Background: an optimization exercise with open tools, aiming at small area. Do not read the settings as production practice.
Function was checked by simulation only, so behaviour that the tests miss may differ from the original.
The clock cells of runs 3 to 5 come from the design's own scripts or RTL, not from TritonCTS.
No driver is modelled on the clock port, so clock power and skew are understated where the tree is cut down; a real chip needs a root buffer or a tree.
Power is estimated from default activity; no workload was simulated.

==> design/flow/design.v <==
`timescale 1ns / 1ps
module SPA_FPGA(
  input in0, in1, in2, in3,
  input reset, run_source, run_dest, run_cost, clock,
  output out0, out1, out2, out3
);
  wire [3:0] in = {in3, in2, in1, in0};
  reg [19:0] r0, r1, r2, r3;    
  reg [6:0]  h;
  reg [1:0]  j;
  reg        f;                 
  reg [4:0]  a;                 
  reg [3:0]  o;
  reg [1:0]  src, dst;
  wire compute = h[5];
  wire query   = h[6];
  wire pre     = ~h[6] & ~h[5];           
  wire load    = pre;
  wire ph      = h[0];
  wire [1:0] ii = h[2:1];
  wire [1:0] kk = h[4:3];
  wire init1   = pre & ~h[2] & ~h[1] & ~h[0];    
  wire init2   = pre & ~h[2] & ~h[1] &  h[0];    
  wire wait31  = pre &  h[2] &  h[1] &  h[0];    
  wire [1:0] rsel = init2 ? j : compute ? ii : src;
  wire [1:0] csel = compute ? kk : dst;
  wire match = (j == csel);
  reg [4:0] rm, km;
  always @(*) begin
    case (rsel)
      2'd0: rm = r0[4:0];
      2'd1: rm = r1[4:0];
      2'd2: rm = r2[4:0];
      default: rm = r3[4:0];
    endcase
    case (kk)
      2'd0: km = r0[4:0];
      2'd1: km = r1[4:0];
      2'd2: km = r2[4:0];
      default: km = r3[4:0];
    endcase
  end
  wire [5:0] sum = {1'b0, a} + {1'b0, km};
  wire relax = sum < {1'b0, rm};
  wire wload = f & ~run_cost & match & ~query;
  reg [4:0] v;
  always @(*) begin
    if (init1) v = 5'd31;
    else if (init2) v = 5'd0;
    else if (compute & ph & relax) v = sum[4:0];
    else if (wload) v = a;
    else v = rm;
  end
  always @(posedge clock) begin
    r0 <= {(init1 | rsel == 2'd0) ? v : r0[4:0], r0[19:5]};
    r1 <= {(init1 | rsel == 2'd1) ? v : r1[4:0], r1[19:5]};
    r2 <= {(init1 | rsel == 2'd2) ? v : r2[4:0], r2[19:5]};
    r3 <= {(init1 | rsel == 2'd3) ? v : r3[4:0], r3[19:5]};
    if (reset) j <= 2'd0;
    else j <= j + 2'd1;
    if (reset) h <= 7'd24;
    else if (wload | (j == 2'd3 & (compute | init1 | init2 | wait31))) h <= h + 7'd1;
    f <= ~reset & (run_cost | (f & ~match & ~query));
    if (load & run_cost) a <= {1'b0, in};
    else if (match & (query | (compute & ~ph))) a <= rm;
    if (reset) o <= 4'd0;
    else if (f & query) o <= a[3:0];
    if (run_source) src <= in[1:0];
    if (run_dest) dst <= in[1:0];
  end
  assign {out3, out2, out1, out0} = o;
endmodule
==> design/flow/flow/run.sh <==
#!/bin/bash
# Own layout flow: the standard synthesis, its combinational logic re-mapped by
# ABC for area (flip-flops kept as they are, the result proven equal to the
# standard netlist), then the standard layout steps with smaller port buffers
# and a clock tree without dummy loads.
# Each tool's output goes to a log_*.log file in the work folder.
set -euo pipefail
W=$(pwd)
LIB=$FLOW_HOME/platforms/$FLOW_PLATFORM/lib/sky130_fd_sc_hd__tt_025C_1v80.lib
R=$W/orfs/results/$FLOW_PLATFORM/SPA_FPGA/base

bash standard.sh synth > log_1_synth.log 2>&1
cp $R/1_2_yosys.v std_synth.v
python3 flow/seqcells.py $LIB seqcells.txt
bash flow/remap.sh $LIB std_synth.v seqcells.txt > log_2_remap.log 2>&1
BEST=$(python3 flow/pick.py $LIB remap_*.v 2> log_2_pick.log)
if [[ -n "$BEST" ]] && bash flow/eqcheck.sh $LIB seqcells.txt std_synth.v $BEST > log_3_eqcheck.log 2>&1; then
  cp $BEST $R/1_2_yosys.v
  rm -f $R/1_synth.odb
else
  echo "re-mapping not used" >> log_3_eqcheck.log
fi

export BUFFER_PORTS_ARGS="-buffer_cell sky130_fd_sc_hd__buf_1"
export CTS_ARGS="-sink_clustering_enable -repair_clock_nets -dont_use_dummy_load"
bash standard.sh finish > log_4_layout.log 2>&1
==> design/flow/flow/cutff.py <==
# cutff.py seqcells.txt in.v out.v : replace each flip-flop instance by ports
# (Q -> input, every other pin but CLK -> output), for a combinational equivalence check
import re, sys
seq = set(open(sys.argv[1]).read().split())
t = open(sys.argv[2]).read()
inst_re = re.compile(r'^\s*(sky130_fd_sc_hd__\w+)\s+(\\\S+|\w+)\s*\((.*?)\);', re.M | re.S)
ports, decl, assigns = [], [], []
def key(n):
    return re.sub(r'[^A-Za-z0-9_]', '_', n.lstrip('\\'))
def repl(m):
    cell, name, body = m.group(1), m.group(2), m.group(3)
    if cell not in seq:
        return m.group(0)
    k = key(name)
    for pin, net in re.findall(r'\.(\w+)\s*\(\s*(.*?)\s*\)\s*(?:,|$)', body, re.S):
        if pin == 'CLK' or net == '':
            continue
        if pin in ('Q', 'Q_N'):
            p = f'ffq_{k}_{pin}'; ports.append(p); decl.append(f'  input {p};')
            assigns.append(f'  assign {net} = {p} ;')
        else:
            p = f'ffd_{k}_{pin}'; ports.append(p); decl.append(f'  output {p};')
            assigns.append(f'  assign {p} = {net} ;')
    return ''
t2 = inst_re.sub(repl, t)
t2 = re.sub(r'(module\s+\S+\s*\()', lambda m: m.group(1) + ', '.join(ports) + ', ', t2, count=1)
t2 = t2.replace('endmodule', '\n'.join(decl + assigns) + '\nendmodule', 1)
open(sys.argv[3], 'w').write(t2)
==> design/flow/flow/eqcheck.sh <==
#!/bin/bash
# Prove the re-mapped netlist equal to the standard one, flip-flops cut into ports.
# usage: eqcheck.sh liberty seqcells.txt std.v new.v
set -euo pipefail
LIB=$1
python3 flow/cutff.py $2 $3 eq_std.v
python3 flow/cutff.py $2 $4 eq_new.v
cat > eqcheck.ys <<YS
read_liberty -ignore_miss_func $LIB
read_verilog eq_std.v
rename $FLOW_TOP gold
read_verilog eq_new.v
rename $FLOW_TOP gate
hierarchy -check
flatten gold gate
miter -equiv -flatten gold gate miter
hierarchy -top miter
sat -verify -prove trigger 0 miter
YS
yosys -s eqcheck.ys
==> design/flow/flow/pick.py <==
# pick.py liberty cand1.v cand2.v ... : print the candidate netlist with the least cell area
# (only netlists made wholly of library cells count)
import re, sys
lib = open(sys.argv[1]).read()
area = {}
for p in re.split(r'\n\s*cell\s*\(\s*"?', lib)[1:]:
    name = re.match(r'(\w+)', p).group(1)
    a = re.search(r'\barea\s*:\s*([\d.]+)', p)
    if a:
        area[name] = float(a.group(1))
best = None
for f in sys.argv[2:]:
    try:
        t = open(f).read()
    except OSError:
        continue
    if '>>' in t or 'endmodule' not in t:
        continue
    cells = re.findall(r'^\s*(sky130_fd_sc_hd__\w+)\s', t, re.M)
    tot = sum(area[c] for c in cells)
    print(f'{f} {tot:.2f}', file=sys.stderr)
    if best is None or tot < best[0]:
        best = (tot, f)
print(best[1] if best else '')
==> design/flow/flow/remap.sh <==
#!/bin/bash
# Re-map the combinational logic of the standard synthesis netlist with ABC,
# keeping every flip-flop instance (name and cell type) as it is. Several ABC
# scripts are tried; each result is written to remap_N.v.
# usage: remap.sh liberty in.v seqcells.txt
set -euo pipefail
LIB=$1; IN=$2; SEQ=$(cat $3)
N=0
for S in "+strash;dch,-f;amap;topo" \
         "+strash;dc2;dch,-f;amap;topo" \
         "+strash;ifraig;dc2;dch,-f;amap;topo" \
         "+strash;dc2;dc2;dch,-f;amap;topo" \
         "+strash;dc2;&get,-n;&dch,-f;&nf,-R,1000;&put" \
         "+strash;&get,-n;&dch,-f;&nf,-R,1000;&put"; do
  N=$((N+1))
  cat > remap_$N.ys <<YS
read_liberty -ignore_miss_func $LIB
setattr -mod -set blackbox 1 $SEQ
read_verilog $IN
hierarchy -top $FLOW_TOP
flatten
opt_clean -purge
abc -liberty $LIB -dont_use *lpflow* -dont_use *probe* -script "$S"
opt_clean -purge
hilomap -singleton -hicell sky130_fd_sc_hd__conb_1 HI -locell sky130_fd_sc_hd__conb_1 LO
splitnets
opt_clean -purge
select $FLOW_TOP
write_verilog -noattr -nohex -nodec -selected remap_$N.v
YS
  echo "== script $N: $S"
  yosys -s remap_$N.ys || true
done
==> design/flow/flow/seqcells.py <==
# seqcells.py liberty out.txt : names of the library's sequential cells
import re, sys
lib = open(sys.argv[1]).read()
seq = []
for p in re.split(r'\n\s*cell\s*\(\s*"?', lib)[1:]:
    name = re.match(r'(\w+)', p).group(1)
    if re.search(r'\n\s*(ff|latch|statetable)\s*\(', p):
        seq.append(name)
open(sys.argv[2], 'w').write(' '.join(seq) + '\n')
==> design/flow/standard.sh <==
#!/bin/bash
# synth_recipe.tcl (not shown) runs the flow's synth.tcl, then flattens the netlist and writes it again
# the make line also repeats each setting of config.mk as NAME=value (left out here)
make -C /OpenROAD-flow-scripts/flow DESIGN_CONFIG=/design/flow/config.mk WORK_HOME=/design/flow/orfs CLKGATE_MAP_FILE= SYNTH_SCRIPT=/design/flow/synth_recipe.tcl "${@:-finish}"
==> design/flow/config.mk <==
export PLATFORM = sky130hd
export DESIGN_NAME = SPA_FPGA
export DESIGN_NICKNAME = SPA_FPGA
export VERILOG_FILES = /design/flow/design.v
export SDC_FILE = /design/flow/constraint.sdc
export NUM_CORES = 4
export LEC_CHECK = 0
export ABC_AREA = 0
export CAP_MARGIN = 20
export CORE_MARGIN = 2
export CORE_UTILIZATION = 45
export PLACE_DENSITY = 0.6
export SLEW_MARGIN = 20
==> design/flow/constraint.sdc <==
create_clock -name core_clock -period 10.0 [get_ports {clock}]
set_input_delay 2.0000 -clock core_clock [delete_from_list [all_inputs] [get_ports {clock}]]
set_output_delay 2.0000 -clock core_clock [all_outputs]
set_load 0.01 [all_outputs]
==> impl_metrics.xml, run 1 <==
<?xml version="1.0" encoding="UTF-8"?>
<metrics>
  <group name="critical_path">
    <metric name="worstPathArrival" unit="ps">4920</metric>
    <metric name="timing.critical_path.from_type" unit="">flip-flop</metric>
    <metric name="slowest_stage" unit="">o21ai_0</metric>
    <metric name="crit_required" unit="ps">10210</metric>
    <metric name="worstSetupEndpointType" unit="">flip-flop</metric>
    <metric name="crit_top_cell" unit="">nor2_1</metric>
    <metric name="reg2reg_slack" unit="ps">5290</metric>
    <metric name="crit_chain" unit="">or3_1 &gt; nor2_1 &gt; a21oi_1 &gt; o22ai_1 &gt; clkinv_1 &gt; nor2_1 &gt; clkinv_1 &gt; o221ai_1 &gt; nor2_1 &gt; nor2_1 &gt; nand2_1 &gt; nor3_1 &gt; o211ai_1 &gt; o21ai_0 &gt; o21ai_0 &gt; o21ai_0 &gt; o221ai_1</metric>
    <metric name="cp_slowest_stage_delay" unit="ps">550</metric>
    <metric name="critical_path_peak_fanout" unit="">7</metric>
    <metric name="timing_worst_setup_path_type" unit="">flip-flop to flip-flop</metric>
  </group>
  <group name="global_route">
    <metric name="grt_start_max_net_pins" unit="">20</metric>
    <metric name="grt_overflow" unit="">0</metric>
    <metric name="grt_pass1_wl" unit="um">10900</metric>
    <metric name="number_of_antenna_violations_at_the_first_check_in_global_routing" unit="">0</metric>
    <metric name="grt_pass1_vias" unit="">2165</metric>
    <metric name="global_route.usage.total" unit="%">18.8</metric>
  </group>
  <group name="yosys">
    <metric name="synth.yosys.warnings" unit="">1</metric>
    <metric name="postSynthCellCount" unit="">324</metric>
    <metric name="synthesis.area" unit="sq mm">0.00328</metric>
    <metric name="post_synth.cell_area_avg" unit="sq um">10.1</metric>
    <metric name="synth_nets" unit="">333</metric>
  </group>
  <group name="routing">
    <metric name="post-route-drc-count" unit="">0</metric>
    <metric name="initialDrtViolationCount" unit="">170</metric>
    <metric name="via_count" unit="">2382</metric>
    <metric name="drt_pre_antenna_iters" unit="">5</metric>
    <metric name="detail_route.wl_per_cell" unit="um">15.3</metric>
    <metric name="routed_wl" unit="um">6800</metric>
    <metric name="postRouteAntennaNets" unit="">0</metric>
    <metric name="vias_per_cell" unit="">5.36</metric>
  </group>
  <group name="clock_tree">
    <metric name="cts.path.max_buffers" unit="">2</metric>
    <metric name="clk-insertion-delay-late" unit="ps">370</metric>
    <metric name="cts.sink_count" unit="">103</metric>
    <metric name="cts-resized-gates" unit="">0</metric>
    <metric name="h-tree-depth" unit="">3</metric>
    <metric name="cts_made_buffers" unit="">9</metric>
    <metric name="clkTransAtPathRegs" unit="ps">80</metric>
    <metric name="post-cts-setup-buffers" unit="">0</metric>
    <metric name="cts-hold-fix-buffers" unit="">0</metric>
    <metric name="clk_root_buffer_cell" unit="">clkbuf_8</metric>
    <metric name="clock_tree_from_tritoncts" unit="">done</metric>
  </group>
  <group name="job">
    <metric name="max_cap_violations" unit="">0</metric>
  </group>
  <group name="hold_path">
    <metric name="min-delay-path-class" unit="">flip-flop to flip-flop</metric>
  </group>
  <group name="layout">
    <metric name="post_route_cells_drive_above_1_share" unit="%">2.61</metric>
    <metric name="finish.net_count" unit="">356</metric>
    <metric name="commonest_cells_after_routing_fill_and_taps_aside" unit="">dfxtp_1, o21ai_0, nor2_1, clkinv_1, nand2_1</metric>
    <metric name="layout.cells.most_common" unit="">dfxtp_1</metric>
    <metric name="syn2layout_area_growth" unit="%">8.93</metric>
    <metric name="num_antenna_cells" unit="">0</metric>
    <metric name="multi_input_gate_area_in_the_final_layout" unit="sq mm">0.00102</metric>
    <metric name="n_fill_cell" unit="">687</metric>
    <metric name="seq_area" unit="sq mm">0.00214</metric>
    <metric name="finalInstanceArea" unit="sq mm">0.00357</metric>
  </group>
  <group name="floorplanning">
    <metric name="die_h" unit="um">89.4</metric>
    <metric name="initial_core_util" unit="%">46.0</metric>
    <metric name="placeableCoreArea" unit="sq mm">0.00714</metric>
    <metric name="die_area" unit="sq mm">0.00799</metric>
    <metric name="top_level_ports" unit="">13</metric>
    <metric name="die_width" unit="um">89.4</metric>
    <metric name="row_count" unit="">31</metric>
  </group>
  <group name="placed_design">
    <metric name="place_hpwl" unit="um">4980</metric>
    <metric name="placement.io_buffers" unit="">12</metric>
    <metric name="dp_slack" unit="ps">5390</metric>
    <metric name="gpl.final_weighted_congestion" unit="">0.890</metric>
    <metric name="placedInstanceArea" unit="sq mm">0.00345</metric>
  </group>
  <group name="power">
    <metric name="comb_power_share" unit="%">7.3</metric>
    <metric name="p_leak" unit="nW">1.26</metric>
    <metric name="cellPowerDensity" unit="mW/mm^2">193</metric>
    <metric name="seq_power_share" unit="%">64.2</metric>
    <metric name="p_clk_share" unit="%">28.5</metric>
    <metric name="p_int" unit="mW">0.530</metric>
    <metric name="ir_drop" unit="V">0.000118</metric>
    <metric name="switching_share" unit="%">23.1</metric>
    <metric name="netSwitchingPower" unit="mW">0.159</metric>
  </group>
  <group name="timing">
    <metric name="final_min_period_over_clock_period" unit="%">47.1</metric>
    <metric name="slew_headroom" unit="%">40.1</metric>
    <metric name="worst_slew_pin_slew" unit="ps">895</metric>
    <metric name="finClkSkew" unit="ps">27.4</metric>
    <metric name="setup_viol" unit="">0</metric>
    <metric name="finalHoldViolCount" unit="">0</metric>
    <metric name="setup-tns-final" unit="ps">0</metric>
    <metric name="timing.fmax" unit="GHz">0.212</metric>
    <metric name="time_the_final_worst_path_needs_with_i_o_delays_and_setup" unit="ps">4710</metric>
    <metric name="report.final.slew_viol_count" unit="">0</metric>
    <metric name="setup_slack" unit="ps">5290</metric>
    <metric name="grt_setup_unrepaired" unit="">false</metric>
  </group>
  <group name="status">
    <metric name="outcome" unit="">complete, no violations</metric>
  </group>
</metrics>
## sequential cells by signal, summed over array words and instances, names as in the netlist
register and cells:
a 5, dst 2, f 1, h 7
j 2, o 4, r0 20, r1 20
r2 20, r3 20, src 2
## critical path: cells and delay by family (launching register included)
family | cells | cell delay (ps)
compound gates | 8 | 2380
flops | 1 | 370
buf+inv | 2 | 380
simple gates | 7 | 1440
## through the flow
step / hold WS (ps) / std cells / power (mW) / util (%)
floorplan: 310 / 324 / 0.484 / -
global placement: 310 / 435 / 0.501 / 48.3
detailed placement: 312 / 435 / 0.501 / 48.3
CTS: 330 / 444 / 0.697 / 50.1
global route: 333 / 444 / 0.722 / 50.1
finish: 328 / 444 / 0.690 / 50.1
## cell type report
type	count	area share, %
sequential	103	60.0
timing repair buffer	12	1.26
multi-input combinational	189	28.5
tap	99	3.47
inverter	32	3.36
clock buffer	9	3.47
## power groups by stage
stage / registers, mW / logic, mW / clock network, mW
2_1_floorplan: 0.449 / 0.0353 / 0
3_3_place_gp: 0.452 / 0.0495 / 0
3_5_place_dp: 0.452 / 0.0493 / 0
4_1_cts: 0.443 / 0.0496 / 0.205
5_1_grt: 0.445 / 0.0571 / 0.220
6_report: 0.443 / 0.0503 / 0.196
## layer usage
layer	vias to the layer above	share of wire [%]	track usage, %
met5	-	0	0
li1	1199	-	-
met1	1084	49	25.2
met3	10	5.4	6.56
met4	0	1.3	5.56
met2	89	45	28.6
## worst paths after layout
kind | end | start | depth (start not counted)
worst min register to register | r3[11] | r3[16] | 0
worst min-delay path | r3[11] | r3[16] | 0
worst max-delay path | r3[15] | h[6] | 17
worst max register to register | r3[15] | h[6] | 17
==> run 2: changes to the inputs <==
--- a/design/flow/design.v
+++ b/design/flow/design.v
@@ -6,22 +6,22 @@
 );
   wire [3:0] in = {in3, in2, in1, in0};
   reg [19:0] r0, r1, r2, r3;    
-  reg [6:0]  h;
+  reg [5:0]  h;
   reg [1:0]  j;
   reg        f;                 
   reg [4:0]  a;                 
   reg [3:0]  o;
   reg [1:0]  src, dst;
-  wire compute = h[5];
-  wire query   = h[6];
-  wire pre     = ~h[6] & ~h[5];           
+  wire compute = ~h[5];                          
+  wire query   = h[5] & ~h[4];                   
+  wire pre     = h[5] & h[4];                    
   wire load    = pre;
   wire ph      = h[0];
   wire [1:0] ii = h[2:1];
   wire [1:0] kk = h[4:3];
   wire init1   = pre & ~h[2] & ~h[1] & ~h[0];    
   wire init2   = pre & ~h[2] & ~h[1] &  h[0];    
-  wire wait31  = pre &  h[2] &  h[1] &  h[0];    
+  wire wait63  = pre &  h[2] &  h[1] &  h[0];    
   wire [1:0] rsel = init2 ? j : compute ? ii : src;
   wire [1:0] csel = compute ? kk : dst;
   wire match = (j == csel);
@@ -58,13 +58,13 @@
     r3 <= {(init1 | rsel == 2'd3) ? v : r3[4:0], r3[19:5]};
     if (reset) j <= 2'd0;
     else j <= j + 2'd1;
-    if (reset) h <= 7'd24;
-    else if (wload | (j == 2'd3 & (compute | init1 | init2 | wait31))) h <= h + 7'd1;
+    if (reset) h <= 6'd56;
+    else if (wload | (j == 2'd3 & (compute | init1 | init2 | wait63))) h <= h + 6'd1;
     f <= ~reset & (run_cost | (f & ~match & ~query));
     if (load & run_cost) a <= {1'b0, in};
     else if (match & (query | (compute & ~ph))) a <= rm;
-    if (reset) o <= 4'd0;
-    else if (f & query) o <= a[3:0];
+    if (~query) o <= 4'd0;
+    else if (f) o <= a[3:0];
     if (run_source) src <= in[1:0];
     if (run_dest) dst <= in[1:0];
   end
--- a/design/flow/config.mk
+++ b/design/flow/config.mk
@@ -8,6 +8,6 @@
 export ABC_AREA = 0
 export CAP_MARGIN = 20
 export CORE_MARGIN = 2
-export CORE_UTILIZATION = 45
-export PLACE_DENSITY = 0.6
+export CORE_UTILIZATION = 70
+export PLACE_DENSITY = 0.85
 export SLEW_MARGIN = 20
==> run 2 against run 1 <==
Compared with the run above:
- core utilization is 29 points higher
- worst setup slack worse by 330 ps
- sequential share of layout area increased by 1.1 points
- total power is 1.2% lower
- area after synthesis is 1.3% lower
- final area is 2.7% lower
- wire length increased by 6.0%
- first-iteration DRC count rose by 96%
- register-to-register slack got worse by 330 ps
- global-route usage up 11 points
- via count up 8.5%
==> impl_metrics.xml, run 2 <==
<?xml version="1.0" encoding="UTF-8"?>
<metrics>
  <group name="floorplanning">
    <metric name="die_area" unit="sq mm">0.00519</metric>
    <metric name="placeableCoreArea" unit="sq mm">0.00441</metric>
    <metric name="top_level_ports" unit="">13</metric>
    <metric name="die_h" unit="um">72.0</metric>
    <metric name="initial_core_util" unit="%">73.4</metric>
    <metric name="row_count" unit="">24</metric>
    <metric name="die_width" unit="um">72.0</metric>
  </group>
  <group name="critical_path">
    <metric name="timing.critical_path.from_type" unit="">flip-flop</metric>
    <metric name="crit_path_start" unit="">h[4]</metric>
    <metric name="slowest_stage" unit="">o221ai_1</metric>
    <metric name="worstPathArrival" unit="ps">5230</metric>
    <metric name="crit_required" unit="ps">10180</metric>
    <metric name="cp_slowest_stage_delay" unit="ps">550</metric>
    <metric name="worstSetupEndpointType" unit="">flip-flop</metric>
    <metric name="timing_worst_setup_path_type" unit="">flip-flop to flip-flop</metric>
    <metric name="crit_top_cell" unit="">clkinv_1</metric>
    <metric name="crit_chain" unit="">clkinv_1 &gt; or3_1 &gt; nor2_1 &gt; nor2b_1 &gt; o32ai_1 &gt; clkinv_1 &gt; nor2_1 &gt; clkinv_1 &gt; o221ai_1 &gt; a22oi_1 &gt; o311ai_0 &gt; a2111oi_0 &gt; nor2_1 &gt; clkinv_1 &gt; o21ai_0 &gt; o21ai_0</metric>
    <metric name="critical_path_peak_fanout" unit="">10</metric>
    <metric name="worstReg2RegStart" unit="">h[4]</metric>
    <metric name="reg2reg_slack" unit="ps">4960</metric>
  </group>
  <group name="power">
    <metric name="ir_drop" unit="V">0.000185</metric>
    <metric name="cellPowerDensity" unit="mW/mm^2">196</metric>
    <metric name="overall_power" unit="mW">0.682</metric>
    <metric name="p_leak" unit="nW">1.23</metric>
  </group>
  <group name="clock_tree">
    <metric name="cts.sink_count" unit="">102</metric>
    <metric name="clock_tree_from_tritoncts" unit="">done</metric>
    <metric name="cts.path.max_buffers" unit="">2</metric>
    <metric name="h-tree-depth" unit="">3</metric>
    <metric name="clk_root_buffer_cell" unit="">clkbuf_8</metric>
    <metric name="cts_made_buffers" unit="">9</metric>
    <metric name="post-cts-setup-buffers" unit="">0</metric>
    <metric name="cts-hold-fix-buffers" unit="">0</metric>
    <metric name="clk-insertion-delay-late" unit="ps">360</metric>
    <metric name="cts-resized-gates" unit="">0</metric>
    <metric name="clkTransAtPathRegs" unit="ps">90</metric>
  </group>
  <group name="timing">
    <metric name="setup-tns-final" unit="ps">0</metric>
    <metric name="setup_slack" unit="ps">4960</metric>
    <metric name="report.final.slew_viol_count" unit="">0</metric>
    <metric name="worst_slew_pin_slew" unit="ps">1020</metric>
    <metric name="grt_setup_unrepaired" unit="">false</metric>
    <metric name="finalHoldWorstSlack" unit="ps">311</metric>
    <metric name="slew_headroom" unit="%">31.5</metric>
    <metric name="time_the_final_worst_path_needs_with_i_o_delays_and_setup" unit="ps">5040</metric>
    <metric name="finClkSkew" unit="ps">23.9</metric>
    <metric name="final_min_period_over_clock_period" unit="%">50.4</metric>
    <metric name="finalHoldViolCount" unit="">0</metric>
    <metric name="setup_viol" unit="">0</metric>
    <metric name="timing.fmax" unit="GHz">0.198</metric>
  </group>
  <group name="placed_design">
    <metric name="placement.io_buffers" unit="">12</metric>
    <metric name="dp_slack" unit="ps">5200</metric>
    <metric name="dpl.cell_count" unit="">382</metric>
    <metric name="place_hpwl" unit="um">5110</metric>
    <metric name="gpl.final_weighted_congestion" unit="">1.04</metric>
  </group>
  <group name="yosys">
    <metric name="synth_nets" unit="">327</metric>
    <metric name="post_synth.cell_area_avg" unit="sq um">10.2</metric>
    <metric name="synth.yosys.warnings" unit="">1</metric>
    <metric name="postSynthCellCount" unit="">318</metric>
    <metric name="synthesis.area" unit="sq mm">0.00324</metric>
  </group>
  <group name="status">
    <metric name="outcome" unit="">complete, no violations</metric>
  </group>
  <group name="routing">
    <metric name="post-route-drc-count" unit="">0</metric>
    <metric name="postRouteAntennaNets" unit="">0</metric>
    <metric name="initialDrtViolationCount" unit="">334</metric>
    <metric name="vias_per_cell" unit="">6.61</metric>
    <metric name="drt_pre_antenna_iters" unit="">12</metric>
    <metric name="detail_route.wl_per_cell" unit="um">18.4</metric>
    <metric name="routed_wl" unit="um">7200</metric>
    <metric name="via_count" unit="">2584</metric>
  </group>
  <group name="layout">
    <metric name="syn2layout_area_growth" unit="%">7.30</metric>
    <metric name="finish.net_count" unit="">350</metric>
    <metric name="num_antenna_cells" unit="">0</metric>
    <metric name="layout.cells.most_common" unit="">dfxtp_1</metric>
    <metric name="n_fill_cell" unit="">295</metric>
    <metric name="layout.cells.non_filler" unit="">391</metric>
    <metric name="post_route_cells_drive_above_1_share" unit="%">2.95</metric>
    <metric name="commonest_cells_after_routing_fill_and_taps_aside" unit="">dfxtp_1, nor2_1, a21oi_1, o21ai_0, clkinv_1</metric>
  </group>
  <group name="global_route">
    <metric name="grt_start_max_net_pins" unit="">21</metric>
    <metric name="grt_overflow" unit="">0</metric>
    <metric name="grt_pass1_vias" unit="">2406</metric>
    <metric name="grt.met1_usage" unit="%">39.2</metric>
    <metric name="grt_pass1_wl" unit="um">11500</metric>
    <metric name="grt_most_used_layer" unit="">met2</metric>
    <metric name="grt_util_met2" unit="%">45.9</metric>
    <metric name="number_of_antenna_violations_at_the_first_check_in_global_routing" unit="">0</metric>
    <metric name="groute.layer.met3.usage" unit="%">9.58</metric>
    <metric name="global_route.usage.total" unit="%">30.1</metric>
  </group>
  <group name="hold_path">
    <metric name="worst_hold_startpoint" unit="">r3[17]</metric>
    <metric name="min-delay-path-class" unit="">flip-flop to flip-flop</metric>
  </group>
  <group name="job">
    <metric name="max_cap_violations" unit="">0</metric>
  </group>
</metrics>
[run 2: cell count changes in the layout (fill, tap and decap cells not counted), moves of 4 or more]
cell	previous run	this run
a21oi_1	10	34
a222oi_1	5	0
a22oi_1	5	1
clkinv_1	32	24
nand2_1	25	14
nor2_1	41	52
o21ai_0	47	30
o221a_1	0	4
o32ai_1	0	7
[run 2: through the flow]
step	instance area [sq um]	util, %
after floorplan	3240	-
after global placement	3350	75.9
after detailed placement	3350	75.9
after CTS	3470	78.7
after global routing	3470	78.7
final	3470	78.7
[run 2: worst max-delay path, delay by kind of cell, from the launching register on]
| family | cells | cell delay (ps) |
|---|---|---|
| compound gates | 7 | 2310 |
| simple gates | 5 | 1120 |
| flops | 1 | 510 |
| buf+inv | 4 | 920 |
[run 2: worst paths after layout]
check | cells after the start | to
worst max-delay path | 16 | r0[16]
worst min-delay path | 0 | r3[12]
worst max register to register | 16 | r0[16]
worst min register to register | 0 | r3[12]
[run 2: where the power goes]
part	switching [mW]	internal (mW)	leakage, nW
Combinational	0.0334	0.0129	0.328
Sequential	0.00969	0.430	0.840
Clock	0.115	0.0809	0.0647
[run 2: final cells by class]
type,count,area (sq um),area share (%)
clock buffer,9,124,3.57
inverter,24,90.1,2.59
multi-input combinational,192,1030,29.6
sequential,102,2120,61.1
tap,52,65.1,1.87
timing repair buffer,12,45.0,1.30
[run 2: metal layers]
layer,share of wire (%),up-vias
li1,-,1186
met1,41,1175
met2,45,178
met3,10,45
met4,3.6,0
met5,0,-
==> run 3: changes to the inputs <==
--- a/design/flow/flow/run.sh
+++ b/design/flow/flow/run.sh
@@ -2,7 +2,7 @@
 # Own layout flow: the standard synthesis, its combinational logic re-mapped by
 # ABC for area (flip-flops kept as they are, the result proven equal to the
 # standard netlist), then the standard layout steps with smaller port buffers
-# and a clock tree without dummy loads.
+# and a one-level clock tree built by hand (flow/cts_manual.tcl).
 # Each tool's output goes to a log_*.log file in the work folder.
 set -euo pipefail
 W=$(pwd)
@@ -22,5 +22,8 @@
 fi
 
 export BUFFER_PORTS_ARGS="-buffer_cell sky130_fd_sc_hd__buf_1"
-export CTS_ARGS="-sink_clustering_enable -repair_clock_nets -dont_use_dummy_load"
+export PRE_CTS_TCL=$W/flow/cts_manual.tcl
+export CTS_MANUAL_PORT=clock
+export CTS_MANUAL_N=3
+export CTS_MANUAL_BUF=sky130_fd_sc_hd__clkbuf_16
 bash standard.sh finish > log_4_layout.log 2>&1
==> design/flow/flow/cts_manual.tcl (new file) <==
# Hook run before CTS (PRE_CTS_TCL): a one-level clock tree built by hand.
# The clock sinks are split into CTS_MANUAL_N clusters of near-equal size by
# recursive bisection (alternating x and y); each cluster gets one buffer of type
# CTS_MANUAL_BUF at its centroid, driven from the clock port. Every sink is then
# one buffer from the port, so all registers see the same insertion delay.
# TritonCTS is then told to leave the tree as it is.

proc cts_manual_split {sinks n axis} {
  if {$n <= 1} { return [list $sinks] }
  set s [lsort -integer -index $axis $sinks]
  set n1 [expr {$n / 2}]
  set cut [expr {([llength $s] * $n1 + $n / 2) / $n}]
  set a [lrange $s 0 [expr {$cut - 1}]]
  set b [lrange $s $cut end]
  set next [expr {3 - $axis}]
  return [concat [cts_manual_split $a $n1 $next] [cts_manual_split $b [expr {$n - $n1}] $next]]
}

proc cts_manual_build {} {
  set block [ord::get_db_block]
  set clk [$block findNet $::env(CTS_MANUAL_PORT)]
  set master [[ord::get_db] findMaster $::env(CTS_MANUAL_BUF)]
  set sinks {}
  foreach it [$clk getITerms] {
    set inst [$it getInst]
    set bb [$inst getBBox]
    lappend sinks [list $it [expr {([$bb xMin] + [$bb xMax]) / 2}] [expr {([$bb yMin] + [$bb yMax]) / 2}]]
  }
  set w [$master getWidth]
  set h [$master getHeight]
  # taller than wide: start with a cut across y (axis 2), else across x (axis 1)
  set core [$block getCoreArea]
  set axis [expr {[$core dx] >= [$core dy] ? 1 : 2}]
  set n 0
  foreach g [cts_manual_split $sinks $::env(CTS_MANUAL_N) $axis] {
    set sx 0; set sy 0
    foreach e $g { set sx [expr {$sx + [lindex $e 1]}]; set sy [expr {$sy + [lindex $e 2]}] }
    set cx [expr {$sx / [llength $g] - $w / 2}]
    set cy [expr {$sy / [llength $g] - $h / 2}]
    set inst [odb::dbInst_create $block $master "clkbuf_manual_$n"]
    set net [odb::dbNet_create $block "clknet_manual_$n"]
    $net setSigType CLOCK
    [$inst findITerm A] connect $clk
    [$inst findITerm X] connect $net
    foreach e $g {
      set it [lindex $e 0]
      $it disconnect
      $it connect $net
    }
    $inst setLocation [expr {int($cx)}] [expr {int($cy)}]
    $inst setPlacementStatus PLACED
    incr n
  }
  $clk setSigType CLOCK
  puts "cts_manual: $n buffers of $::env(CTS_MANUAL_BUF) for [llength $sinks] sinks"
}

cts_manual_build
proc clock_tree_synthesis {args} {
  puts "cts_manual: clock_tree_synthesis skipped, the tree is built by hand"
}
==> run 3 against run 2 <==
Compared with the run above:
- still clean
- flip-flop and latch count stayed put
- area after synthesis stayed put
- core utilization is 1.1 points lower
- combinational power hardly changed
- sequential power hardly changed
- critical endpoint is now r0[17]
- largest power group unchanged
==> impl_metrics.xml, run 3 <==
<?xml version="1.0" encoding="UTF-8"?>
<metrics>
  <group name="status">
    <metric name="outcome" unit="">complete, no violations</metric>
  </group>
  <group name="routing">
    <metric name="initialDrtViolationCount" unit="">341</metric>
    <metric name="vias_per_cell" unit="">6.58</metric>
    <metric name="postRouteAntennaNets" unit="">0</metric>
    <metric name="via_count" unit="">2533</metric>
    <metric name="drt_pre_antenna_iters" unit="">6</metric>
    <metric name="routed_wl" unit="um">7180</metric>
    <metric name="detail_route.wl_per_cell" unit="um">18.7</metric>
    <metric name="post-route-drc-count" unit="">0</metric>
  </group>
  <group name="hold_path">
    <metric name="min-delay-path-class" unit="">flip-flop to flip-flop</metric>
    <metric name="worst_hold_startpoint" unit="">r0[7]</metric>
    <metric name="min_to" unit="">r0[2]</metric>
    <metric name="worstHoldPathCells" unit="">0</metric>
  </group>
  <group name="clock_tree">
    <metric name="post-cts-setup-buffers" unit="">0</metric>
    <metric name="clk-insertion-delay-late" unit="ps">180</metric>
    <metric name="clkTransAtPathRegs" unit="ps">120</metric>
    <metric name="cts-resized-gates" unit="">0</metric>
    <metric name="cts-hold-fix-buffers" unit="">0</metric>
  </group>
  <group name="power">
    <metric name="cellPowerDensity" unit="mW/mm^2">185</metric>
    <metric name="ir_drop" unit="V">0.000255</metric>
    <metric name="p_leak" unit="nW">1.20</metric>
  </group>
  <group name="floorplanning">
    <metric name="row_count" unit="">24</metric>
    <metric name="placeableCoreArea" unit="sq mm">0.00441</metric>
    <metric name="top_level_ports" unit="">13</metric>
    <metric name="die_area" unit="sq mm">0.00519</metric>
    <metric name="die_width" unit="um">72.0</metric>
    <metric name="initial_core_util" unit="%">73.4</metric>
    <metric name="die_h" unit="um">72.0</metric>
  </group>
  <group name="timing">
    <metric name="finClkSkew" unit="ps">19.8</metric>
    <metric name="finalHoldViolCount" unit="">0</metric>
    <metric name="final_min_period_over_clock_period" unit="%">50.2</metric>
    <metric name="setup_viol" unit="">0</metric>
    <metric name="worst_slew_pin_slew" unit="ps">1030</metric>
    <metric name="grt_setup_unrepaired" unit="">false</metric>
    <metric name="timing.fmax" unit="GHz">0.199</metric>
    <metric name="report.final.slew_viol_count" unit="">0</metric>
    <metric name="time_the_final_worst_path_needs_with_i_o_delays_and_setup" unit="ps">5020</metric>
    <metric name="setup-tns-final" unit="ps">0</metric>
    <metric name="slew_headroom" unit="%">30.9</metric>
    <metric name="finalHoldWorstSlack" unit="ps">315</metric>
  </group>
  <group name="yosys">
    <metric name="postSynthCellCount" unit="">318</metric>
    <metric name="synth_nets" unit="">327</metric>
    <metric name="post_synth.cell_area_avg" unit="sq um">10.2</metric>
    <metric name="synth.yosys.warnings" unit="">1</metric>
    <metric name="synthesis.area" unit="sq mm">0.00324</metric>
  </group>
  <group name="layout">
    <metric name="layout.cells.most_common" unit="">dfxtp_1</metric>
    <metric name="post_route_cells_drive_above_1_share" unit="%">1.20</metric>
    <metric name="finish.net_count" unit="">344</metric>
    <metric name="finalInstanceArea" unit="sq mm">0.00343</metric>
    <metric name="commonest_cells_after_routing_fill_and_taps_aside" unit="">dfxtp_1, nor2_1, a21oi_1, o21ai_0, clkinv_1</metric>
    <metric name="num_antenna_cells" unit="">0</metric>
    <metric name="n_fill_cell" unit="">300</metric>
    <metric name="final_util" unit="%">77.6</metric>
    <metric name="syn2layout_area_growth" unit="%">5.80</metric>
  </group>
  <group name="critical_path">
    <metric name="worst-r2r-cell-count" unit="">16</metric>
    <metric name="worstSetupEndpointType" unit="">flip-flop</metric>
    <metric name="timing.critical_path.from_type" unit="">flip-flop</metric>
    <metric name="crit_required" unit="ps">10030</metric>
    <metric name="reg2reg_slack" unit="ps">4980</metric>
    <metric name="worstPathArrival" unit="ps">5050</metric>
    <metric name="rr_endpoint" unit="">r0[17]</metric>
    <metric name="worstReg2RegStart" unit="">h[4]</metric>
    <metric name="timing_worst_setup_path_type" unit="">flip-flop to flip-flop</metric>
    <metric name="critical_path_peak_fanout" unit="">10</metric>
  </group>
  <group name="global_route">
    <metric name="number_of_antenna_violations_at_the_first_check_in_global_routing" unit="">0</metric>
    <metric name="grt_pass1_wl" unit="um">11600</metric>
    <metric name="global_route.usage.total" unit="%">28.4</metric>
    <metric name="grt_start_max_net_pins" unit="">35</metric>
    <metric name="grt_overflow" unit="">0</metric>
    <metric name="grt_pass1_vias" unit="">2392</metric>
  </group>
  <group name="placed_design">
    <metric name="place_hpwl" unit="um">5110</metric>
    <metric name="placement.io_buffers" unit="">12</metric>
    <metric name="placedInstanceArea" unit="sq mm">0.00335</metric>
    <metric name="gpl.final_weighted_congestion" unit="">1.04</metric>
  </group>
  <group name="job">
    <metric name="max_cap_violations" unit="">0</metric>
  </group>
</metrics>
## run 3: final cells by class
class	count	area (sq um)	area share [%]
Sequential cell	102	2120	61.9
Multi-Input combinational cell	192	1030	30.0
Inverter	24	90.1	2.63
Buffer	3	75.1	2.19
Tap cell	52	65.1	1.90
Timing Repair Buffer	12	45.0	1.31
## run 3: worst max path at each step
stage / slack, ps / cells after the start / end / from
final: 4980 / 16 / r0[17] / h[4]
after global routing: 4530 / 16 / r1[16] / h[4]
after CTS: 5170 / 16 / r0[19] / h[4]
after detailed placement: 5200 / 16 / r1[16] / h[4]
after global placement: 5460 / 17 / r3[16] / h[4]
after floorplan: 6000 / 17 / r0[16] / h[4]
## run 3: power breakdown
part           switching [mW]  internal (mW)  total (mW)
registers             0.00984          0.430       0.440
clock network          0.0934         0.0560       0.149
logic                  0.0331         0.0129      0.0460
## run 3: stage by stage
step,worst slack (ps),total power [mW],instances
6_report,4980,0.635,385
5_1_grt,4530,0.656,385
4_1_cts,5170,0.610,385
3_5_place_dp,5200,0.492,382
3_3_place_gp,5460,0.489,382
2_1_floorplan,6000,0.476,318
## run 3: critical path: stages, from the launching register on
cell and delay (ps):
dfxtp_1 530, clkinv_1 290, or3_1 460, nor2_1 200, nor2b_1 70, o32ai_1 390
clkinv_1 170, nor2_1 160, clkinv_1 300, o221ai_1 500, a22oi_1 150, o2111ai_1 160
a21oi_1 90, a2111oi_0 630, nor2_1 200, o22ai_1 390, o21ai_0 170
## run 3: layer usage
metal	part of all wire, %	vias up	global-route usage, %
li1	-	1176	-
met1	41	1175	39.4
met2	47	154	47.0
met3	9.5	28	4.44
met4	2.6	0	7.34
met5	0	-	0
==> run 4: changes to the inputs <==
--- a/design/flow/flow/remap.sh
+++ b/design/flow/flow/remap.sh
@@ -11,7 +11,12 @@
          "+strash;ifraig;dc2;dch,-f;amap;topo" \
          "+strash;dc2;dc2;dch,-f;amap;topo" \
          "+strash;dc2;&get,-n;&dch,-f;&nf,-R,1000;&put" \
-         "+strash;&get,-n;&dch,-f;&nf,-R,1000;&put"; do
+         "+strash;&get,-n;&dch,-f;&nf,-R,1000;&put" \
+         "+strash;dc2;drw;dch,-f;amap,-m;topo" \
+         "+strash;ifraig;dc2;dch,-f;amap,-m;topo" \
+         "+strash;ifraig;dc2;resub,-K,8;dch,-f;amap,-m;topo" \
+         "+strash;&get,-n;&syn2;&put;dch,-f;amap;topo" \
+         "+strash;&get,-n;&deepsyn,-T,20;&put;dch,-f;amap;topo"; do
   N=$((N+1))
   cat > remap_$N.ys <<YS
 read_liberty -ignore_miss_func $LIB
--- a/design/flow/config.mk
+++ b/design/flow/config.mk
@@ -8,6 +8,6 @@
 export ABC_AREA = 0
 export CAP_MARGIN = 20
 export CORE_MARGIN = 2
-export CORE_UTILIZATION = 70
-export PLACE_DENSITY = 0.85
+export CORE_UTILIZATION = 80
+export PLACE_DENSITY = 0.88
 export SLEW_MARGIN = 20
==> run 4 against run 3 <==
Compared with the run above:
- clock skew shrank 1.9 ps
- final area down 0.91%
- area after synthesis fell by 0.81%
- largest cell class unchanged
- final cell count shrank 3.1%
- die area decreased by 13%
- synthesized cell count is 3.1% lower
- critical path depth rose by 3
- clock power barely moved
- global-route usage increased by 7.5 points
- register-to-register slack worse by 580 ps
- maximum frequency shrank 10%
- sequential power rose by 3%
==> impl_metrics.xml, run 4 <==
<?xml version="1.0" encoding="UTF-8"?>
<metrics>
  <group name="routing">
    <metric name="drt_pre_antenna_iters" unit="">5</metric>
    <metric name="detail_route.wl_per_cell" unit="um">20.9</metric>
    <metric name="via_count" unit="">2544</metric>
    <metric name="post-route-drc-count" unit="">0</metric>
    <metric name="vias_per_cell" unit="">6.82</metric>
    <metric name="postRouteAntennaNets" unit="">0</metric>
    <metric name="routed_wl" unit="um">7790</metric>
    <metric name="initialDrtViolationCount" unit="">336</metric>
  </group>
  <group name="timing">
    <metric name="final_min_period_over_clock_period" unit="%">56.0</metric>
    <metric name="time_the_final_worst_path_needs_with_i_o_delays_and_setup" unit="ps">5600</metric>
    <metric name="timing.fmax" unit="GHz">0.178</metric>
    <metric name="finalHoldViolCount" unit="">0</metric>
    <metric name="report.final.slew_viol_count" unit="">0</metric>
    <metric name="grt_setup_unrepaired" unit="">false</metric>
    <metric name="setup_viol" unit="">0</metric>
    <metric name="worst_slew_pin_slew" unit="ps">867</metric>
    <metric name="setup-tns-final" unit="ps">0</metric>
    <metric name="finClkSkew" unit="ps">17.9</metric>
    <metric name="slew_headroom" unit="%">42.0</metric>
    <metric name="finalHoldWorstSlack" unit="ps">321</metric>
  </group>
  <group name="placed_design">
    <metric name="place_hpwl" unit="um">5530</metric>
    <metric name="placement.io_buffers" unit="">12</metric>
    <metric name="gpl.final_weighted_congestion" unit="">1.00</metric>
    <metric name="placedInstanceArea" unit="sq mm">0.00332</metric>
  </group>
  <group name="critical_path">
    <metric name="worstPathBufferInverterCount" unit="">3</metric>
    <metric name="worstPathArrival" unit="ps">5600</metric>
    <metric name="critical_path_peak_fanout" unit="">9</metric>
    <metric name="cp_slowest_stage_delay" unit="ps">780</metric>
    <metric name="cp_top_family" unit="">compound AO/OA/AOI/OAI gates</metric>
    <metric name="timing_worst_setup_path_type" unit="">flip-flop to flip-flop</metric>
    <metric name="reg2reg_slack" unit="ps">4400</metric>
    <metric name="crit_path_start" unit="">h[4]</metric>
    <metric name="worstSetupEndpointType" unit="">flip-flop</metric>
    <metric name="timing.critical_path.from_type" unit="">flip-flop</metric>
    <metric name="worstReg2RegStart" unit="">h[4]</metric>
    <metric name="crit_required" unit="ps">10000</metric>
    <metric name="slowest_stage" unit="">a221oi_1</metric>
    <metric name="crit_chain" unit="">clkinv_1 &gt; nor3_1 &gt; a21oi_1 &gt; o22ai_1 &gt; clkinv_1 &gt; nor2_1 &gt; clkinv_1 &gt; o22ai_1 &gt; a221oi_1 &gt; nand2_1 &gt; nand3_1 &gt; o221ai_1 &gt; nand3_1 &gt; o221ai_1 &gt; o2111ai_1 &gt; a21oi_1 &gt; nor2_1 &gt; a221oi_1 &gt; o221ai_1</metric>
  </group>
  <group name="power">
    <metric name="overall_power" unit="mW">0.693</metric>
    <metric name="switching_share" unit="%">24.6</metric>
    <metric name="comb_power_share" unit="%">13.5</metric>
    <metric name="p_int" unit="mW">0.523</metric>
    <metric name="ir_drop" unit="V">0.000271</metric>
    <metric name="seq_power_share" unit="%">65.1</metric>
    <metric name="p_clk_share" unit="%">21.4</metric>
    <metric name="cellPowerDensity" unit="mW/mm^2">204</metric>
    <metric name="netSwitchingPower" unit="mW">0.170</metric>
    <metric name="p_leak" unit="nW">1.22</metric>
  </group>
  <group name="global_route">
    <metric name="global_route.usage.total" unit="%">35.9</metric>
    <metric name="number_of_antenna_violations_at_the_first_check_in_global_routing" unit="">0</metric>
    <metric name="grt_pass1_wl" unit="um">12000</metric>
    <metric name="grt_start_max_net_pins" unit="">35</metric>
    <metric name="grt_overflow" unit="">0</metric>
    <metric name="grt_pass1_vias" unit="">2364</metric>
  </group>
  <group name="floorplanning">
    <metric name="die_width" unit="um">67.4</metric>
    <metric name="die_h" unit="um">67.4</metric>
    <metric name="placeableCoreArea" unit="sq mm">0.00394</metric>
    <metric name="top_level_ports" unit="">13</metric>
    <metric name="die_area" unit="sq mm">0.00454</metric>
    <metric name="row_count" unit="">23</metric>
    <metric name="initial_core_util" unit="%">81.5</metric>
  </group>
  <group name="clock_tree">
    <metric name="clkTransAtPathRegs" unit="ps">120</metric>
    <metric name="cts-hold-fix-buffers" unit="">0</metric>
    <metric name="cts-resized-gates" unit="">0</metric>
    <metric name="post-cts-setup-buffers" unit="">0</metric>
    <metric name="clk-insertion-delay-late" unit="ps">180</metric>
  </group>
  <group name="layout">
    <metric name="final_util" unit="%">86.1</metric>
    <metric name="post_route_cells_drive_above_1_share" unit="%">0.929</metric>
    <metric name="commonest_cells_after_routing_fill_and_taps_aside" unit="">dfxtp_1, clkinv_1, nor2_1, o221ai_1, nand2_1</metric>
    <metric name="n_fill_cell" unit="">190</metric>
    <metric name="layout.cells.most_common" unit="">dfxtp_1</metric>
    <metric name="syn2layout_area_growth" unit="%">5.69</metric>
    <metric name="finish.net_count" unit="">334</metric>
    <metric name="finalInstanceArea" unit="sq mm">0.00339</metric>
    <metric name="num_antenna_cells" unit="">0</metric>
  </group>
  <group name="yosys">
    <metric name="synth.yosys.warnings" unit="">1</metric>
    <metric name="synth_nets" unit="">317</metric>
    <metric name="postSynthCellCount" unit="">308</metric>
    <metric name="synthesis.area" unit="sq mm">0.00321</metric>
    <metric name="post_synth.cell_area_avg" unit="sq um">10.4</metric>
  </group>
  <group name="hold_path">
    <metric name="worst_hold_startpoint" unit="">r1[14]</metric>
    <metric name="min-delay-path-class" unit="">flip-flop to flip-flop</metric>
  </group>
  <group name="job">
    <metric name="max_cap_violations" unit="">0</metric>
  </group>
  <group name="status">
    <metric name="outcome" unit="">complete, no violations</metric>
  </group>
</metrics>
==> run 4: worst paths after layout <==
kind,to,cells past startpoint
max reg2reg,r0[15],19
min reg2reg,r1[9],0
max,r0[15],19
min,r1[9],0
==> run 4: cell type report <==
cell class,count,area [sq um],area share [%]
Tap cell,50,62.6,1.84
Multi-Input combinational cell,155,898,26.5
Timing Repair Buffer,12,45.0,1.33
Sequential cell,102,2120,62.5
Inverter,51,191,5.64
Buffer,3,75.1,2.21
==> run 4: power by group through the flow <==
stage	registers [mW]	clock network [mW]	logic, mW
floorplan	0.455	0	0.0622
global placement	0.458	0	0.0813
detailed placement	0.460	0	0.0866
CTS	0.460	0.117	0.0890
global route	0.453	0.159	0.0989
finish	0.452	0.148	0.0933
==> run 4: metrics by stage <==
| stage | instances | setup WS (ps) |
|---|---|---|
| after floorplan | 308 | 6160 |
| after global placement | 370 | 5390 |
| after detailed placement | 370 | 4890 |
| after CTS | 373 | 4710 |
| after global routing | 373 | 4120 |
| final | 373 | 4400 |
==> run 4: metal layers <==
metal  routed length, um  GRT usage [%]
met1                2730           43.9
met2                3630           61.5
met3                 900           4.83
met4                 531           19.6
met5                   0              0
==> run 5: changes to the inputs <==
==> design/flow/flow/remap.sh (replaced) <==
#!/bin/bash
# Re-map the combinational logic of the standard synthesis netlist with ABC,
# keeping every flip-flop instance (name and cell type) as it is. Several ABC
# scripts are tried, among them &deepsyn with several seeds (four at a time);
# each result is written to remap_N.v (its log to remap_N.log).
# usage: remap.sh liberty in.v seqcells.txt
set -uo pipefail
LIB=$1; IN=$2; SEQ=$(cat $3)

run_one() {   # run_one N script
  cat > remap_$1.ys <<YS
read_liberty -ignore_miss_func $LIB
setattr -mod -set blackbox 1 $SEQ
read_verilog $IN
hierarchy -top $FLOW_TOP
flatten
opt_clean -purge
abc -liberty $LIB -dont_use *lpflow* -dont_use *probe* -script "$2"
opt_clean -purge
hilomap -singleton -hicell sky130_fd_sc_hd__conb_1 HI -locell sky130_fd_sc_hd__conb_1 LO
splitnets
opt_clean -purge
select $FLOW_TOP
write_verilog -noattr -nohex -nodec -selected remap_$1.v
YS
  echo "== script $1: $2" > remap_$1.log
  timeout 300 yosys -s remap_$1.ys >> remap_$1.log 2>&1 || rm -f remap_$1.v
}

N=0
for S in "+strash;dch,-f;amap;topo" \
         "+strash;dc2;dch,-f;amap;topo" \
         "+strash;ifraig;dc2;dch,-f;amap;topo" \
         "+strash;dc2;dc2;dch,-f;amap;topo" \
         "+strash;dc2;&get,-n;&dch,-f;&nf,-R,1000;&put" \
         "+strash;&get,-n;&dch,-f;&nf,-R,1000;&put" \
         "+strash;dc2;drw;dch,-f;amap,-m;topo" \
         "+strash;ifraig;dc2;dch,-f;amap,-m;topo" \
         "+strash;ifraig;dc2;resub,-K,8;dch,-f;amap,-m;topo" \
         "+strash;&get,-n;&syn2;&put;dch,-f;amap;topo"; do
  N=$((N+1))
  run_one $N "$S"
done
for SEED in 0 1 2 3 4 5 6 7; do
  N=$((N+1))
  run_one $N "+strash;&get,-n;&deepsyn,-T,25,-S,$SEED;&put;dch,-f;amap;topo" &
  if (( SEED % 4 == 3 )); then wait; fi
done
wait
cat remap_*.log
--- a/design/flow/config.mk
+++ b/design/flow/config.mk
@@ -5,7 +5,7 @@
 export SDC_FILE = /design/flow/constraint.sdc
 export NUM_CORES = 4
 export LEC_CHECK = 0
-export ABC_AREA = 0
+export ABC_AREA = 1
 export CAP_MARGIN = 20
 export CORE_MARGIN = 2
 export CORE_UTILIZATION = 80
==> run 5 against run 4 <==
Compared with the run above:
- wire length rose by 23%
- largest power group unchanged
- global-route usage grew 11 points
- first-iteration DRC count is 140% higher
- sequential power rose by 12%
- critical path type unchanged
- via count is 7.7% higher
- clock power increased by 3%
- worst hold slack better by 9.3 ps
- critical endpoint is now r1[16]
- die area shrank 1.7%
- final cell count down 6.7%
==> impl_metrics.xml, run 5 <==
<?xml version="1.0" encoding="UTF-8"?>
<metrics>
  <group name="status">
    <metric name="outcome" unit="">complete, no violations</metric>
  </group>
  <group name="timing">
    <metric name="final_min_period_over_clock_period" unit="%">63.8</metric>
    <metric name="finalHoldViolCount" unit="">0</metric>
    <metric name="finalHoldWorstSlack" unit="ps">331</metric>
    <metric name="worst_slew_pin_slew" unit="ps">1330</metric>
    <metric name="slew_headroom" unit="%">11.0</metric>
    <metric name="setup_slack" unit="ps">3620</metric>
    <metric name="setup_viol" unit="">0</metric>
    <metric name="finClkSkew" unit="ps">19.6</metric>
    <metric name="setup-tns-final" unit="ps">0</metric>
    <metric name="grt_setup_unrepaired" unit="">false</metric>
    <metric name="report.final.slew_viol_count" unit="">0</metric>
    <metric name="timing.fmax" unit="GHz">0.157</metric>
    <metric name="time_the_final_worst_path_needs_with_i_o_delays_and_setup" unit="ps">6380</metric>
  </group>
  <group name="global_route">
    <metric name="global_route.usage.total" unit="%">46.8</metric>
    <metric name="grt_pass1_vias" unit="">2614</metric>
    <metric name="grt_overflow" unit="">0</metric>
    <metric name="grt_start_max_net_pins" unit="">35</metric>
    <metric name="number_of_antenna_violations_at_the_first_check_in_global_routing" unit="">0</metric>
    <metric name="grt_pass1_wl" unit="um">14900</metric>
  </group>
  <group name="job">
    <metric name="max_cap_violations" unit="">0</metric>
  </group>
  <group name="clock_tree">
    <metric name="clkTransAtPathRegs" unit="ps">120</metric>
    <metric name="cts-resized-gates" unit="">0</metric>
    <metric name="cts-hold-fix-buffers" unit="">0</metric>
    <metric name="post-cts-setup-buffers" unit="">0</metric>
    <metric name="clk-insertion-delay-late" unit="ps">180</metric>
  </group>
  <group name="routing">
    <metric name="initialDrtViolationCount" unit="">823</metric>
    <metric name="post-route-drc-count" unit="">0</metric>
    <metric name="detail_route.wl_per_cell" unit="um">27.5</metric>
    <metric name="postRouteAntennaNets" unit="">0</metric>
    <metric name="routed_wl" unit="um">9560</metric>
    <metric name="drt_pre_antenna_iters" unit="">13</metric>
    <metric name="vias_per_cell" unit="">7.88</metric>
    <metric name="via_count" unit="">2741</metric>
  </group>
  <group name="layout">
    <metric name="layout.cells.most_common" unit="">dfxtp_1</metric>
    <metric name="seq_area" unit="sq mm">0.00212</metric>
    <metric name="commonest_cells_after_routing_fill_and_taps_aside" unit="">dfxtp_1, nor2_1, clkinv_1, o22a_1, nand2_1</metric>
    <metric name="finalInstanceArea" unit="sq mm">0.00334</metric>
    <metric name="layout.cells.non_filler" unit="">348</metric>
    <metric name="syn2layout_area_growth" unit="%">5.83</metric>
    <metric name="num_antenna_cells" unit="">0</metric>
    <metric name="finish.net_count" unit="">311</metric>
    <metric name="n_fill_cell" unit="">116</metric>
    <metric name="post_route_cells_drive_above_1_share" unit="%">1.00</metric>
    <metric name="final_util" unit="%">89.8</metric>
    <metric name="multi_input_gate_area_in_the_final_layout" unit="sq um">950</metric>
  </group>
  <group name="floorplanning">
    <metric name="row_count" unit="">22</metric>
    <metric name="die_area" unit="sq mm">0.00446</metric>
    <metric name="initial_core_util" unit="%">84.9</metric>
    <metric name="die_h" unit="um">66.8</metric>
    <metric name="die_width" unit="um">66.8</metric>
    <metric name="top_level_ports" unit="">13</metric>
    <metric name="placeableCoreArea" unit="sq mm">0.00372</metric>
  </group>
  <group name="critical_path">
    <metric name="slowest_stage" unit="">a2111oi_1</metric>
    <metric name="crit_required" unit="ps">10110</metric>
    <metric name="critical_path_peak_fanout" unit="">10</metric>
    <metric name="cp_slowest_stage_delay" unit="ps">1190</metric>
    <metric name="worstSetupEndpointType" unit="">flip-flop</metric>
    <metric name="worstPathBufferInverterCount" unit="">3</metric>
    <metric name="worstReg2RegStart" unit="">h[5]</metric>
    <metric name="cp_top_family" unit="">compound AO/OA/AOI/OAI gates</metric>
    <metric name="reg2reg_slack" unit="ps">3620</metric>
    <metric name="worst-r2r-cell-count" unit="">20</metric>
    <metric name="rr_endpoint" unit="">r1[16]</metric>
    <metric name="timing_worst_setup_path_type" unit="">flip-flop to flip-flop</metric>
    <metric name="crit_top_cell" unit="">nor2_1</metric>
    <metric name="crit_chain" unit="">clkinv_1 &gt; nor2_1 &gt; nand2_1 &gt; nor2_1 &gt; clkinv_1 &gt; o22ai_1 &gt; clkinv_1 &gt; nor2_1 &gt; a22o_1 &gt; a221oi_1 &gt; nor2_1 &gt; nand2_1 &gt; nand2_1 &gt; o21ai_0 &gt; a222oi_1 &gt; o21ai_0 &gt; nand2b_1 &gt; and3_1 &gt; a2111oi_1 &gt; o22a_1</metric>
    <metric name="timing.critical_path.from_type" unit="">flip-flop</metric>
    <metric name="worstPathArrival" unit="ps">6490</metric>
  </group>
  <group name="placed_design">
    <metric name="placement.io_buffers" unit="">12</metric>
    <metric name="gpl.final_weighted_congestion" unit="">1.09</metric>
    <metric name="placedInstanceArea" unit="sq mm">0.00326</metric>
    <metric name="place_hpwl" unit="um">5710</metric>
    <metric name="dpl.cell_count" unit="">345</metric>
    <metric name="dp_slack" unit="ps">4690</metric>
  </group>
  <group name="power">
    <metric name="overall_power" unit="mW">0.773</metric>
    <metric name="p_leak" unit="nW">1.22</metric>
    <metric name="ir_drop" unit="V">0.000317</metric>
    <metric name="cellPowerDensity" unit="mW/mm^2">231</metric>
  </group>
  <group name="yosys">
    <metric name="synthesis.area" unit="sq mm">0.00315</metric>
    <metric name="post_synth.cell_area_avg" unit="sq um">11.1</metric>
    <metric name="synth_nets" unit="">294</metric>
    <metric name="postSynthCellCount" unit="">285</metric>
    <metric name="synth.yosys.warnings" unit="">1</metric>
  </group>
  <group name="hold_path">
    <metric name="worst_hold_startpoint" unit="">r3[8]</metric>
    <metric name="min_to" unit="">r3[3]</metric>
    <metric name="min-delay-path-class" unit="">flip-flop to flip-flop</metric>
    <metric name="worstHoldPathCells" unit="">0</metric>
  </group>
</metrics>
==> run 5: cell type report <==
type / count / area share, %
sequential: 102 / 63.6
multi-input combinational: 160 / 28.4
inverter: 23 / 2.59
buffer: 3 / 2.25
tap: 48 / 1.80
timing repair buffer: 12 / 1.35
==> run 5: how the worst max path moves through the flow <==
stage          cells past startpoint  slack [ps]      to  startpoint
2_1_floorplan                     20        5890  r0[19]        h[5]
5_1_grt                           20        3590  r1[16]        h[5]
3_3_place_gp                      20        5160  r3[16]        h[5]
4_1_cts                           20        4170  r1[19]        h[5]
6_report                          20        3620  r1[16]        h[5]
3_5_place_dp                      20        4690  r1[19]        h[5]
==> run 5: report_power, final <==
group          total (mW)  switching, mW  internal (mW)
Sequential          0.505         0.0367          0.468
Clock               0.153         0.0970         0.0562
Combinational       0.114         0.0768         0.0377
Total               0.773          0.211          0.562
==> run 5: metal layers <==
metal,global-route usage [%],share of wire (%)
met5,0,0
met4,34.7,11
met3,15.9,15
met2,68.6,43
met1,56.9,32
==> run 5: worst register-to-register path, cell delays in order (launching register included) <==
cell and delay, ps:
dfxtp_1 450, clkinv_1 290, nor2_1 250, nand2_1 130, nor2_1 370, clkinv_1 240
o22ai_1 370, clkinv_1 190, nor2_1 480, a22o_1 260, a221oi_1 100, nor2_1 180
nand2_1 70, nand2_1 70, o21ai_0 90, a222oi_1 390, o21ai_0 290, nand2b_1 300
and3_1 290, a2111oi_1 1190, o22a_1 320

==> afterwards: timing with drivers on the ports <==
Ports are ideal in the flow. The routed layouts listed here were re-timed in OpenROAD. Step 1 sets driving cells, clkbuf_16 on the clock port and buf_2 on the other inputs (assumed; they add their load-dependent delay and slew). Step 2 moves the port delays by t, midway between the first and last clock arrival at a register: inputs arrive t later, outputs are due t later. That takes back most of the time a late clock gives input paths. Slacks: ideal ports / drivers / drivers and shift; pairs: ideal ports / drivers.
run | t, ns | slack for setup (ns) | slew at the worst register clock pin (ns)
run 1 | 0.386 | 5.288 / 5.288 / 5.288 | 0.10 / 0.10
run 2 | 0.374 | 4.958 / 4.958 / 4.958 | 0.09 / 0.09
run 3 | 0.228 | 4.979 / 4.979 / 4.979 | 0.12 / 0.12
run 4 | 0.231 | 4.396 / 4.396 / 4.396 | 0.12 / 0.12
run 5 | 0.236 | 3.620 / 3.620 / 3.620 | 0.12 / 0.12
After both steps every run listed still meets setup and hold.
